From an optimization exercise on the open Yosys and OpenROAD flow, aimed at small area; shortcuts taken in it are not production practice.
The RTL was checked by simulation tests, not by an equivalence proof against the original design.
Power figures rest on the tool's default switching activity, not on a simulated workload.

// filtering
module filtering(
input clock,
input reset,
input [3:0]sel_module,
input [23:0] rgb_C,
input [7:0] gray_center,
input [7:0] gray_up,
input [7:0] gray_down,
input [7:0] gray_right,
input [7:0] gray_right_down,
input [7:0] gray_right_up,
input [7:0] gray_left,
input [7:0] gray_left_down,
input [7:0] gray_left_up,
input [10:0] Hcount_in,
input [10:0] Vcount_in,
output reg [3:0] red,
output reg [3:0] green,
output reg [3:0] blue,
output reg [10:0] hc,
output reg [10:0] vc,
input Nblank
);
    reg [7:0]  tred, tgreen, tblue;
    reg [7:0]  red_o, green_o, blue_o;
    reg [11:0] r;
    reg        d3, d9;    
    reg [10:0] g;
    reg [11:4] b;
    reg        b15;
    reg [11:0] r_nxt;
    reg        d3_nxt, d9_nxt;
    reg [10:0] g_nxt;
    reg [11:4] b_nxt;
    reg        b15_nxt;
    reg [7:0]  red_o_nxt, green_o_nxt, blue_o_nxt;
    reg [3:0]  red_nxt, green_nxt, blue_nxt;
    wire [7:0] C  = gray_center;
    wire [7:0] U  = gray_up;
    wire [7:0] D  = gray_down;
    wire [7:0] L  = gray_left;
    wire [7:0] R  = gray_right;
    wire [7:0] LU = gray_left_up;
    wire [7:0] RU = gray_right_up;
    wire [7:0] LD = gray_left_down;
    wire [7:0] RD = gray_right_down;
    always @(posedge clock) begin
        vc <= Vcount_in;
        hc <= Hcount_in;
    end
    wire [3:0] sel = sel_module;
    wire m8  = (sel == 4'd8);
    wire m9  = (sel == 4'd9);
    wire m10 = (sel == 4'd10);
    wire m11 = (sel == 4'd11);
    wire m12 = (sel == 4'd12);
    wire m13 = (sel == 4'd13);
    wire m14 = (sel == 4'd14);
    wire m15 = (sel == 4'd15);
    function [8:0] slot;
        input [7:0] x;
        input       one, two, neg;
        begin
  ...
Size: roughly 160 I/O pins, roughly 9500 µm² of cells after synthesis.
==> flow/config.mk <==
export PLATFORM = sky130hd
export DESIGN_NAME = filtering
export DESIGN_NICKNAME = filtering
export VERILOG_FILES = /design/flow/design.v
export SDC_FILE = /design/flow/constraint.sdc
export NUM_CORES = 4
export LEC_CHECK = 0
export ABC_AREA = 1
export CAP_MARGIN = 5
export CORE_MARGIN = 2
export CORE_UTILIZATION = 40
export SLEW_MARGIN = 5
==> flow/constraint.sdc <==
create_clock -name core_clock -period 13.0 [get_ports {clock}]
set_input_delay 2.6000 -clock core_clock [delete_from_list [all_inputs] [get_ports {clock}]]
set_output_delay 2.6000 -clock core_clock [all_outputs]
set_load 0.01 [all_outputs]
standard.sh (not shown) runs the stock make flow with config.mk's settings and CLKGATE_MAP_FILE= SYNTH_SCRIPT=/design/flow/synth_recipe.tcl, a recipe that flattens the netlist after the stock synthesis.
==> flow/flow/run.sh <==
#!/bin/bash
# The standard layout with these changes:
#  - after the standard synthesis, the combinational logic between the
#    registers and full-adder cells is re-mapped by ABC for area (resyn.ys,
#    area.abc); the registers, the full-adder cells and the names of the
#    registers stay;
#  - flow/faopt.py flips the polarity of full-adder cells to drop inverters
#    that extract_fa leaves between them;
#  - flow/nlcmp.py checks the result against the standard netlist by random
#    simulation and checks that every register is kept and still read; on
#    any failure the standard netlist is used instead;
#  - plain buf_1 cells as the port buffers;
#  - a clock tree of clkbuf_8 cells under a clkbuf_16 root, no dummy loads.
set -euo pipefail
export BUFFER_PORTS_ARGS="-buffer_cell sky130_fd_sc_hd__buf_1"
export CTS_ARGS="-sink_clustering_enable -repair_clock_nets -dont_use_dummy_load -root_buf sky130_fd_sc_hd__clkbuf_16 -buf_list sky130_fd_sc_hd__clkbuf_8"
R=$PWD/orfs/results/$FLOW_PLATFORM/filtering/base
LIB=$FLOW_HOME/platforms/sky130hd/lib/sky130_fd_sc_hd__tt_025C_1v80.lib
bash standard.sh synth > flow_synth.log 2>&1
cp $R/1_2_yosys.v $R/1_2_yosys.std.v
printf 'strash\n&get -n\n&deepsyn -T 60\n&put\ndch -f\nmap -a\nmfs2 -a\nstrash\ndch -f\nmap -a\n' > $PWD/area.abc
cat > $PWD/resyn.ys <<E2
read_liberty -ignore_miss_func $LIB
blackbox sky130_fd_sc_hd__fa_1 sky130_fd_sc_hd__dfxtp_1 sky130_fd_sc_hd__conb_1
read_verilog $R/1_2_yosys.std.v
hierarchy -top $FLOW_TOP
flatten
opt_clean
techmap
opt_expr
opt_clean
abc -liberty $LIB -dont_use *clkdly* -dont_use *dlygate* -dont_use *probe* -dont_use *lpflow* -script $PWD/area.abc
opt_clean -purge
rename -hide w:*.*
opt_clean -purge
write_verilog -noattr -noexpr $R/1_2_yosys.rs.v
E2
ok=0
if yosys -s $PWD/resyn.ys > resyn.log 2>&1; then
  if python3 flow/faopt.py $R/1_2_yosys.rs.v $R/1_2_yosys.opt.v > faopt.log 2>&1; then
    NB=$(grep -c dfxtp_1 $R/1_2_yosys.std.v)
    if NLCMP_LIB=$LIB python3 flow/nlcmp.py $R/1_2_yosys.std.v $R/1_2_yosys.opt.v 60 > nlcmp.log 2>&1 && grep -q "^mismatches 0$" nlcmp.log && grep -q "^registers $NB $NB unread 0 *$" nlcmp.log; then
      ok=1
    fi
  fi
fi
if [ $ok = 1 ]; then
  cp $R/1_2_yosys.opt.v $R/1_2_yosys.v
  echo "using the re-mapped netlist" > netlist_choice.log
else
  python3 flow/faopt.py $R/1_2_yosys.std.v $R/1_2_yosys.v > faopt_std.log 2>&1 || cp $R/1_2_yosys.std.v $R/1_2_yosys.v
  echo "using the standard netlist" > netlist_choice.log
fi
rm -f $R/1_synth.odb
bash standard.sh > flow_layout.log 2>&1
Other scripts of this flow, unchanged in this note and not shown: flow/flow/faopt.py, flow/flow/nlcmp.py
The starting point completed without violations.
Edit:
- CAP_MARGIN: 5 -> 20
- SLEW_MARGIN: 5 -> 20
=>
- The new run went through all stages and came out clean
- non-clock buffer count came out higher by 9
- sequential cell count is unchanged
- cell area came out higher by 1.2%
- final cell count rises by about 0.7%
- wire length goes down by about 4.7%
- total power increases by 8.7%
- global-route usage is lower by 1.4 points
- worst hold slack is worse by 17 ps
- critical path depth stays the same
Edit:
--- a/flow/flow/run.sh
+++ b/flow/flow/run.sh
@@ -2,7 +2,6 @@
 # The standard layout with these changes:
 #  - after the standard synthesis, the combinational logic between the
-#    registers and full-adder cells is re-mapped by ABC for area (resyn.ys,
-#    area.abc); the registers, the full-adder cells and the names of the
-#    registers stay;
+#    registers and adder cells is re-mapped by ABC for area (resyn.ys); the
+#    registers, the full/half adder cells and all names of registers stay;
 #  - flow/faopt.py flips the polarity of full-adder cells to drop inverters
 #    that extract_fa leaves between them;
@@ -19,8 +18,8 @@
 bash standard.sh synth > flow_synth.log 2>&1
 cp $R/1_2_yosys.v $R/1_2_yosys.std.v
-printf 'strash\n&get -n\n&deepsyn -T 60\n&put\ndch -f\nmap -a\nmfs2 -a\nstrash\ndch -f\nmap -a\n' > $PWD/area.abc
+printf 'strash\ndch -f\nmap -a\nmfs2 -a\nstrash\ndch -f\nmap -a\n' > $PWD/area.abc
 cat > $PWD/resyn.ys <<E2
 read_liberty -ignore_miss_func $LIB
-blackbox sky130_fd_sc_hd__fa_1 sky130_fd_sc_hd__dfxtp_1 sky130_fd_sc_hd__conb_1
+blackbox sky130_fd_sc_hd__fa_1 sky130_fd_sc_hd__ha_1 sky130_fd_sc_hd__dfxtp_1 sky130_fd_sc_hd__conb_1
 read_verilog $R/1_2_yosys.std.v
 hierarchy -top $FLOW_TOP
What happened: Cell count climbs by about 2%; clock power hardly moves; non-clock buffer count climbs by 13.

Another version of the RTL of filtering (not shown whole).
For scale: ~160 I/O pins, about 0.0095 mm² of cells after synthesis.
==> flow/design.v (excerpt) <==
module filtering(
input clock,
input reset,
input [3:0]sel_module,
input [23:0] rgb_C,
input [7:0] gray_center,
input [7:0] gray_up,
input [7:0] gray_down,
input [7:0] gray_right,
input [7:0] gray_right_down,
input [7:0] gray_right_up,
input [7:0] gray_left,
input [7:0] gray_left_down,
input [7:0] gray_left_up,
input [10:0] Hcount_in,
input [10:0] Vcount_in,
output reg [3:0] red,
output reg [3:0] green,
output reg [3:0] blue,
output reg [10:0] hc,
output reg [10:0] vc,
input Nblank
);
==> flow/config.mk <==
export PLATFORM = sky130hd
export DESIGN_NAME = filtering
export DESIGN_NICKNAME = filtering
export VERILOG_FILES = /design/flow/design.v
export SDC_FILE = /design/flow/constraint.sdc
export NUM_CORES = 4
export LEC_CHECK = 0
export ABC_AREA = 1
export CAP_MARGIN = 5
export CORE_MARGIN = 2
export CORE_UTILIZATION = 40
export SLEW_MARGIN = 5
==> flow/constraint.sdc <==
create_clock -name core_clock -period 13.0 [get_ports {clock}]
set_input_delay 2.6000 -clock core_clock [delete_from_list [all_inputs] [get_ports {clock}]]
set_output_delay 2.6000 -clock core_clock [all_outputs]
set_load 0.01 [all_outputs]
==> flow/flow/run.sh <==
#!/bin/bash
# The standard layout with these changes:
#  - after the standard synthesis, the combinational logic between the
#    registers and full-adder cells is re-mapped by ABC for area (resyn.ys,
#    area.abc); the registers, the full-adder cells and the names of the
#    registers stay;
#  - flow/faopt.py flips the polarity of full-adder cells to drop inverters
#    that extract_fa leaves between them;
#  - flow/nlcmp.py checks the result against the standard netlist by random
#    simulation and checks that every register is kept and still read; on
#    any failure the standard netlist is used instead;
#  - plain buf_1 cells as the port buffers;
#  - a clock tree of clkbuf_4 cells (at most 10 sinks each) under a
#    clkbuf_16 root, no dummy loads.
set -euo pipefail
export BUFFER_PORTS_ARGS="-buffer_cell sky130_fd_sc_hd__buf_1"
export CTS_ARGS="-sink_clustering_enable -repair_clock_nets -dont_use_dummy_load -root_buf sky130_fd_sc_hd__clkbuf_16 -buf_list sky130_fd_sc_hd__clkbuf_4 -sink_clustering_size 10"
R=$PWD/orfs/results/$FLOW_PLATFORM/filtering/base
LIB=$FLOW_HOME/platforms/sky130hd/lib/sky130_fd_sc_hd__tt_025C_1v80.lib
bash standard.sh synth > flow_synth.log 2>&1
cp $R/1_2_yosys.v $R/1_2_yosys.std.v
printf 'strash\n&get -n\n&deepsyn -T 60\n&put\ndch -f\nmap -a\nmfs2 -a\nstrash\ndch -f\nmap -a\n' > $PWD/area.abc
cat > $PWD/resyn.ys <<E2
read_liberty -ignore_miss_func $LIB
blackbox sky130_fd_sc_hd__fa_1 sky130_fd_sc_hd__dfxtp_1 sky130_fd_sc_hd__conb_1
read_verilog $R/1_2_yosys.std.v
hierarchy -top $FLOW_TOP
flatten
opt_clean
techmap
opt_expr
opt_clean
abc -liberty $LIB -dont_use *clkdly* -dont_use *dlygate* -dont_use *probe* -dont_use *lpflow* -script $PWD/area.abc
opt_clean -purge
rename -hide w:*.*
opt_clean -purge
write_verilog -noattr -noexpr $R/1_2_yosys.rs.v
E2
ok=0
if yosys -s $PWD/resyn.ys > resyn.log 2>&1; then
  if python3 flow/faopt.py $R/1_2_yosys.rs.v $R/1_2_yosys.opt.v > faopt.log 2>&1; then
    NB=$(grep -c dfxtp_1 $R/1_2_yosys.std.v)
    if NLCMP_LIB=$LIB python3 flow/nlcmp.py $R/1_2_yosys.std.v $R/1_2_yosys.opt.v 60 > nlcmp.log 2>&1 && grep -q "^mismatches 0$" nlcmp.log && grep -q "^registers $NB $NB unread 0 *$" nlcmp.log; then
      ok=1
    fi
  fi
fi
if [ $ok = 1 ]; then
  cp $R/1_2_yosys.opt.v $R/1_2_yosys.v
  echo "using the re-mapped netlist" > netlist_choice.log
else
  python3 flow/faopt.py $R/1_2_yosys.std.v $R/1_2_yosys.v > faopt_std.log 2>&1 || cp $R/1_2_yosys.std.v $R/1_2_yosys.v
  echo "using the standard netlist" > netlist_choice.log
fi
rm -f $R/1_synth.odb
bash standard.sh > flow_layout.log 2>&1
Other scripts of this flow, unchanged in this note and not shown: flow/flow/faopt.py, flow/flow/nlcmp.py
The starting point finished clean.
Edit:
--- a/flow/flow/run.sh
+++ b/flow/flow/run.sh
@@ -11,9 +11,8 @@
 #    any failure the standard netlist is used instead;
 #  - plain buf_1 cells as the port buffers;
-#  - a clock tree of clkbuf_4 cells (at most 10 sinks each) under a
-#    clkbuf_16 root, no dummy loads.
+#  - a clock tree of clkbuf_8 cells under a clkbuf_16 root, no dummy loads.
 set -euo pipefail
 export BUFFER_PORTS_ARGS="-buffer_cell sky130_fd_sc_hd__buf_1"
-export CTS_ARGS="-sink_clustering_enable -repair_clock_nets -dont_use_dummy_load -root_buf sky130_fd_sc_hd__clkbuf_16 -buf_list sky130_fd_sc_hd__clkbuf_4 -sink_clustering_size 10"
+export CTS_ARGS="-sink_clustering_enable -repair_clock_nets -dont_use_dummy_load -root_buf sky130_fd_sc_hd__clkbuf_16 -buf_list sky130_fd_sc_hd__clkbuf_8"
 R=$PWD/orfs/results/$FLOW_PLATFORM/filtering/base
 LIB=$FLOW_HOME/platforms/sky130hd/lib/sky130_fd_sc_hd__tt_025C_1v80.lib
Outcome: The new run produced a clean layout. Critical path depth is unchanged. Clock skew is unchanged. Maximum frequency is unchanged. Die area is unchanged. Design area stays the same.

run A:
filtering again, from the RTL that the note above started with.
// filtering
module filtering(
input clock,
input reset,
input [3:0]sel_module,
input [23:0] rgb_C,
input [7:0] gray_center,
input [7:0] gray_up,
input [7:0] gray_down,
input [7:0] gray_right,
input [7:0] gray_right_down,
input [7:0] gray_right_up,
input [7:0] gray_left,
input [7:0] gray_left_down,
input [7:0] gray_left_up,
input [10:0] Hcount_in,
input [10:0] Vcount_in,
output reg [3:0] red,
output reg [3:0] green,
output reg [3:0] blue,
output reg [10:0] hc,
output reg [10:0] vc,
input Nblank
);
export LEC_CHECK = 0
export ABC_AREA = 1
export CAP_MARGIN = 5
export CORE_MARGIN = 2
export CORE_UTILIZATION = 40
export GPL_TIMING_DRIVEN = 0
export SLEW_MARGIN = 5
create_clock -name core_clock -period 13.0 [get_ports {clock}]
==> flow/flow/run.sh <==
#!/bin/bash
# The standard layout with these changes:
#  - after the standard synthesis, the combinational logic between the
#    registers and full-adder cells is re-mapped by ABC for area (resyn.ys,
#    with sixteen random seeds of &deepsyn); the registers, the full-adder
#    cells and the names of the registers stay;
#  - flow/faopt.py flips the polarity of full-adder cells to drop inverters
#    that extract_fa leaves between them;
#  - flow/nlcmp.py checks the result against the standard netlist by random
#    simulation and checks that every register is kept and still read; on
#    any failure that candidate is dropped; the smallest one left is used,
#    or the standard netlist if none is left;
#  - plain buf_1 cells as the port buffers;
#  - a clock tree of clkbuf_8 cells only,
#    no dummy loads.
set -euo pipefail
export BUFFER_PORTS_ARGS="-buffer_cell sky130_fd_sc_hd__buf_1"
export CTS_ARGS="-sink_clustering_enable -repair_clock_nets -dont_use_dummy_load -root_buf sky130_fd_sc_hd__clkbuf_8 -buf_list sky130_fd_sc_hd__clkbuf_8"
R=$PWD/orfs/results/$FLOW_PLATFORM/filtering/base
LIB=$FLOW_HOME/platforms/sky130hd/lib/sky130_fd_sc_hd__tt_025C_1v80.lib
bash standard.sh synth > flow_synth.log 2>&1
cp $R/1_2_yosys.v $R/1_2_yosys.std.v
cat > $PWD/resyn.ys <<E2
read_liberty -ignore_miss_func $LIB
blackbox sky130_fd_sc_hd__fa_1 sky130_fd_sc_hd__dfxtp_1 sky130_fd_sc_hd__conb_1
read_verilog $R/1_2_yosys.std.v
hierarchy -top $FLOW_TOP
flatten
opt_clean
techmap
opt_expr
opt_clean
abc -liberty $LIB -dont_use *clkdly* -dont_use *dlygate* -dont_use *probe* -dont_use *lpflow* -script $PWD/area_SEED.abc
opt_clean -purge
rename -hide w:*.*
opt_clean -purge
write_verilog -noattr -noexpr $R/1_2_yosys.rs_SEED.v
E2
NB=$(grep -c dfxtp_1 $R/1_2_yosys.std.v)
# one re-mapping per random seed of ABC's &deepsyn, in parallel; each result
# must pass the checks, and the smallest one is used
resyn_one() {
  S=$1
  printf 'strash\n&get -n\n&deepsyn -T 60 -S %d\n&put\ndch -f\nmap -a\nmfs2 -a\nstrash\ndch -f\nmap -a\nmfs2 -a\nstrash\ndch -f\nmap -a\n' $S > $PWD/area_$S.abc
  sed "s/SEED/$S/g" $PWD/resyn.ys > $PWD/resyn_$S.ys
  yosys -s $PWD/resyn_$S.ys > resyn_$S.log 2>&1 || return 0
  python3 flow/faopt.py $R/1_2_yosys.rs_$S.v $R/1_2_yosys.opt_$S.v > faopt_$S.log 2>&1 || return 0
  NLCMP_LIB=$LIB python3 flow/nlcmp.py $R/1_2_yosys.std.v $R/1_2_yosys.opt_$S.v 60 > nlcmp_$S.log 2>&1 || return 0
  if grep -q "^mismatches 0$" nlcmp_$S.log && grep -q "^registers $NB $NB unread 0 *$" nlcmp_$S.log; then
    touch ok_$S
  fi
}
for S in 1 2 3 4; do resyn_one $S & done
wait
for S in 5 6 7 8; do resyn_one $S & done
wait
for S in 9 10 11 12; do resyn_one $S & done
wait
for S in 13 14 15 16; do resyn_one $S & done
wait
CANDS=""
for S in $(seq 1 16); do
  if [ -f ok_$S ]; then CANDS="$CANDS $R/1_2_yosys.opt_$S.v"; fi
done
if [ -n "$CANDS" ]; then
  python3 flow/pick.py $LIB $R/1_2_yosys.v $CANDS > netlist_choice.log 2>&1
else
  python3 flow/faopt.py $R/1_2_yosys.std.v $R/1_2_yosys.v > faopt_std.log 2>&1 || cp $R/1_2_yosys.std.v $R/1_2_yosys.v
  echo "using the standard netlist" > netlist_choice.log
fi
rm -f $R/1_synth.odb
bash standard.sh > flow_layout.log 2>&1
Other scripts of this flow, unchanged in this note and not shown: flow/flow/faopt.py, flow/flow/nlcmp.py, flow/flow/pick.py
What run B does differently from run A at the input level:
diff --git a/flow/flow/run.sh b/flow/flow/run.sh
--- a/flow/flow/run.sh
+++ b/flow/flow/run.sh
@@ -12,9 +12,9 @@
 #    or the standard netlist if none is left;
 #  - plain buf_1 cells as the port buffers;
-#  - a clock tree of clkbuf_8 cells only,
-#    no dummy loads.
+#  - a clock tree of clkbuf_4 cells under a
+#    clkbuf_8 root, no dummy loads.
 set -euo pipefail
 export BUFFER_PORTS_ARGS="-buffer_cell sky130_fd_sc_hd__buf_1"
-export CTS_ARGS="-sink_clustering_enable -repair_clock_nets -dont_use_dummy_load -root_buf sky130_fd_sc_hd__clkbuf_8 -buf_list sky130_fd_sc_hd__clkbuf_8"
+export CTS_ARGS="-sink_clustering_enable -repair_clock_nets -dont_use_dummy_load -root_buf sky130_fd_sc_hd__clkbuf_8 -buf_list sky130_fd_sc_hd__clkbuf_4"
 R=$PWD/orfs/results/$FLOW_PLATFORM/filtering/base
 LIB=$FLOW_HOME/platforms/sky130hd/lib/sky130_fd_sc_hd__tt_025C_1v80.lib
Diff run B..run A | multi-input combinational cell count | unchanged. Run B and run A ended up with roughly the same number of placed instances, taps included. Run B -> run A: post-detailed-route wirelength per cell delta 0, exact match. Delta (run B minus run A): via count of the routed design shows no meaningful change, power after layout shows no meaningful change, final cycle utilization of the critical path shows no meaningful change, delay of the slowest critical-path stage shows no meaningful change, switching part of the total power shows no meaningful change. Between run A and run B, the clock group share of total power figures differ only marginally.
#### Input delta (run C over run B)
diff --git a/flow/flow/run.sh b/flow/flow/run.sh
--- a/flow/flow/run.sh
+++ b/flow/flow/run.sh
@@ -12,9 +12,9 @@
 #    or the standard netlist if none is left;
 #  - plain buf_1 cells as the port buffers;
-#  - a clock tree of clkbuf_4 cells under a
-#    clkbuf_8 root, no dummy loads.
+#  - a clock tree of clkbuf_4 cells (at most 10 sinks each) under a
+#    clkbuf_16 root, no dummy loads.
 set -euo pipefail
 export BUFFER_PORTS_ARGS="-buffer_cell sky130_fd_sc_hd__buf_1"
-export CTS_ARGS="-sink_clustering_enable -repair_clock_nets -dont_use_dummy_load -root_buf sky130_fd_sc_hd__clkbuf_8 -buf_list sky130_fd_sc_hd__clkbuf_4"
+export CTS_ARGS="-sink_clustering_enable -repair_clock_nets -dont_use_dummy_load -root_buf sky130_fd_sc_hd__clkbuf_16 -buf_list sky130_fd_sc_hd__clkbuf_4 -sink_clustering_size 10"
 R=$PWD/orfs/results/$FLOW_PLATFORM/filtering/base
 LIB=$FLOW_HOME/platforms/sky130hd/lib/sky130_fd_sc_hd__tt_025C_1v80.lib
## What came out
- Between run C and run B, it is run C whose shortest clock period the worst path allows after layout is lower, by 0.17 ns.
- Run C falls short of run B in final area.
- Delta(relative area change from synthesis to final layout, run C - run B) > 0
- Run C gives more part of the total power dissipated in the clock network than run B did.
- Compared to run B, the routing of run C uses more wire.
- Sequential power delta (run C -> run B): insignificant
- Run C was carried through to the last stage, and its layout satisfied the timing, design-rule and antenna checks.
- Run C: design internal power about 7% above run B
Here is what was changed in the inputs of run D compared with run C.
diff --git a/flow/flow/run.sh b/flow/flow/run.sh
--- a/flow/flow/run.sh
+++ b/flow/flow/run.sh
@@ -12,9 +12,9 @@
 #    or the standard netlist if none is left;
 #  - plain buf_1 cells as the port buffers;
-#  - a clock tree of clkbuf_4 cells (at most 10 sinks each) under a
+#  - a clock tree of clkbuf_8 cells (up to 24 sinks each) under a
 #    clkbuf_16 root, no dummy loads.
 set -euo pipefail
 export BUFFER_PORTS_ARGS="-buffer_cell sky130_fd_sc_hd__buf_1"
-export CTS_ARGS="-sink_clustering_enable -repair_clock_nets -dont_use_dummy_load -root_buf sky130_fd_sc_hd__clkbuf_16 -buf_list sky130_fd_sc_hd__clkbuf_4 -sink_clustering_size 10"
+export CTS_ARGS="-sink_clustering_enable -repair_clock_nets -dont_use_dummy_load -root_buf sky130_fd_sc_hd__clkbuf_16 -buf_list sky130_fd_sc_hd__clkbuf_8 -sink_clustering_size 24"
 R=$PWD/orfs/results/$FLOW_PLATFORM/filtering/base
 LIB=$FLOW_HOME/platforms/sky130hd/lib/sky130_fd_sc_hd__tt_025C_1v80.lib
[summary]
In terms of clock edge transition at the registers on the reported setup and hold paths, run C and run D differ only marginally.
Growth of design area from synthesis to finish: run C vs run D identical
From run C to run D the numbers moved as follows: final weighted congestion in routability-driven placement roughly the same; wire length did not really move; routed length on met2 barely changed.
Inputs modified between run D and run E:
diff --git a/flow/flow/run.sh b/flow/flow/run.sh
--- a/flow/flow/run.sh
+++ b/flow/flow/run.sh
@@ -3,5 +3,5 @@
 #  - after the standard synthesis, the combinational logic between the
 #    registers and full-adder cells is re-mapped by ABC for area (resyn.ys,
-#    with sixteen random seeds of &deepsyn); the registers, the full-adder
+#    with eight random seeds of &deepsyn); the registers, the full-adder
 #    cells and the names of the registers stay;
 #  - flow/faopt.py flips the polarity of full-adder cells to drop inverters
@@ -12,9 +12,9 @@
 #    or the standard netlist if none is left;
 #  - plain buf_1 cells as the port buffers;
-#  - a clock tree of clkbuf_8 cells (up to 24 sinks each) under a
+#  - a clock tree of clkbuf_4 cells (at most 10 sinks each) under a
 #    clkbuf_16 root, no dummy loads.
 set -euo pipefail
 export BUFFER_PORTS_ARGS="-buffer_cell sky130_fd_sc_hd__buf_1"
-export CTS_ARGS="-sink_clustering_enable -repair_clock_nets -dont_use_dummy_load -root_buf sky130_fd_sc_hd__clkbuf_16 -buf_list sky130_fd_sc_hd__clkbuf_8 -sink_clustering_size 24"
+export CTS_ARGS="-sink_clustering_enable -repair_clock_nets -dont_use_dummy_load -root_buf sky130_fd_sc_hd__clkbuf_16 -buf_list sky130_fd_sc_hd__clkbuf_4 -sink_clustering_size 10"
 R=$PWD/orfs/results/$FLOW_PLATFORM/filtering/base
 LIB=$FLOW_HOME/platforms/sky130hd/lib/sky130_fd_sc_hd__tt_025C_1v80.lib
@@ -42,5 +42,5 @@
 resyn_one() {
   S=$1
-  printf 'strash\n&get -n\n&deepsyn -T 60 -S %d\n&put\ndch -f\nmap -a\nmfs2 -a\nstrash\ndch -f\nmap -a\nmfs2 -a\nstrash\ndch -f\nmap -a\n' $S > $PWD/area_$S.abc
+  printf 'strash\n&get -n\n&deepsyn -T 60 -S %d\n&put\ndch -f\nmap -a\nmfs2 -a\nstrash\ndch -f\nmap -a\n' $S > $PWD/area_$S.abc
   sed "s/SEED/$S/g" $PWD/resyn.ys > $PWD/resyn_$S.ys
   yosys -s $PWD/resyn_$S.ys > resyn_$S.log 2>&1 || return 0
@@ -55,10 +55,6 @@
 for S in 5 6 7 8; do resyn_one $S & done
 wait
-for S in 9 10 11 12; do resyn_one $S & done
-wait
-for S in 13 14 15 16; do resyn_one $S & done
-wait
 CANDS=""
-for S in $(seq 1 16); do
+for S in 1 2 3 4 5 6 7 8; do
   if [ -f ok_$S ]; then CANDS="$CANDS $R/1_2_yosys.opt_$S.v"; fi
 done
diff --git a/flow/config.mk b/flow/config.mk
--- a/flow/config.mk
+++ b/flow/config.mk
@@ -10,4 +10,3 @@
 export CORE_MARGIN = 2
 export CORE_UTILIZATION = 40
-export GPL_TIMING_DRIVEN = 0
 export SLEW_MARGIN = 5
[summary]
- On fraction of area in clock buffers and inverters, run E and run D are neck and neck.
- Time the worst path needs with I/O delays and setup (lower): run E
- Against run D, floorplan die area in run E rose slightly.
- Compared with run D, in run E share of total power in the clock network lost 0.8 points, register share of total power fell by 0.8 points, layout inverter count without the clock tree dropped 6.
- Comparing run E and run D, sum of routed wire length over all layers is lower on run D.
- Sequential share of layout area for run E is lower than for run D.

[static timing again, ports no longer ideal]
No port has a modelled driver above. Below, the same layouts with a new extraction and two added sets of constraints.
Step 1 sets driving cells, clkbuf_16 on the clock port and buf_2 on the other inputs (assumed; they add their load-dependent delay and slew).
Step 2, shift: input delay + t, output delay - t, t = (earliest + latest rising clock arrival at the registers) / 2. This alone moves slack from input paths to output paths.
Slacks: ideal ports / drivers / drivers and shift; pairs: ideal ports / drivers.
| run | t, ns | setup slack, ns | worst setup path at the end | worst register clock-pin slew, ns |
|---|---|---|---|---|
| the first run of note 1 | 0.411 | 1.115 / 1.134 / 0.723 | input to register | 0.07 / 0.07 |
| the second run of note 1 | 0.407 | 1.466 / 1.476 / 1.069 | input to register | 0.08 / 0.08 |
| the third run of note 1 | 0.411 | 0.842 / 0.842 / 0.694 | input to register | 0.09 / 0.09 |
| the first run of note 2 | 0.396 | 1.401 / 1.389 / 0.994 | input to register | 0.08 / 0.08 |
| the second run of note 2 | 0.396 | 1.401 / 1.389 / 0.994 | input to register | 0.08 / 0.08 |
| run A | 0.415 | 0.309 / 0.325 / -0.090 | input to register | 0.11 / 0.11 |
| run B | 0.415 | 0.309 / 0.325 / -0.090 | input to register | 0.11 / 0.11 |
| run C | 0.394 | 0.477 / 0.497 / 0.103 | input to register | 0.08 / 0.08 |
| run D | 0.394 | 0.477 / 0.497 / 0.103 | input to register | 0.08 / 0.08 |
| run E | 0.394 | 1.149 / 1.174 / 0.780 | input to register | 0.08 / 0.08 |
With both steps, setup timing fails in run A and run B, where it was met with ideal ports.
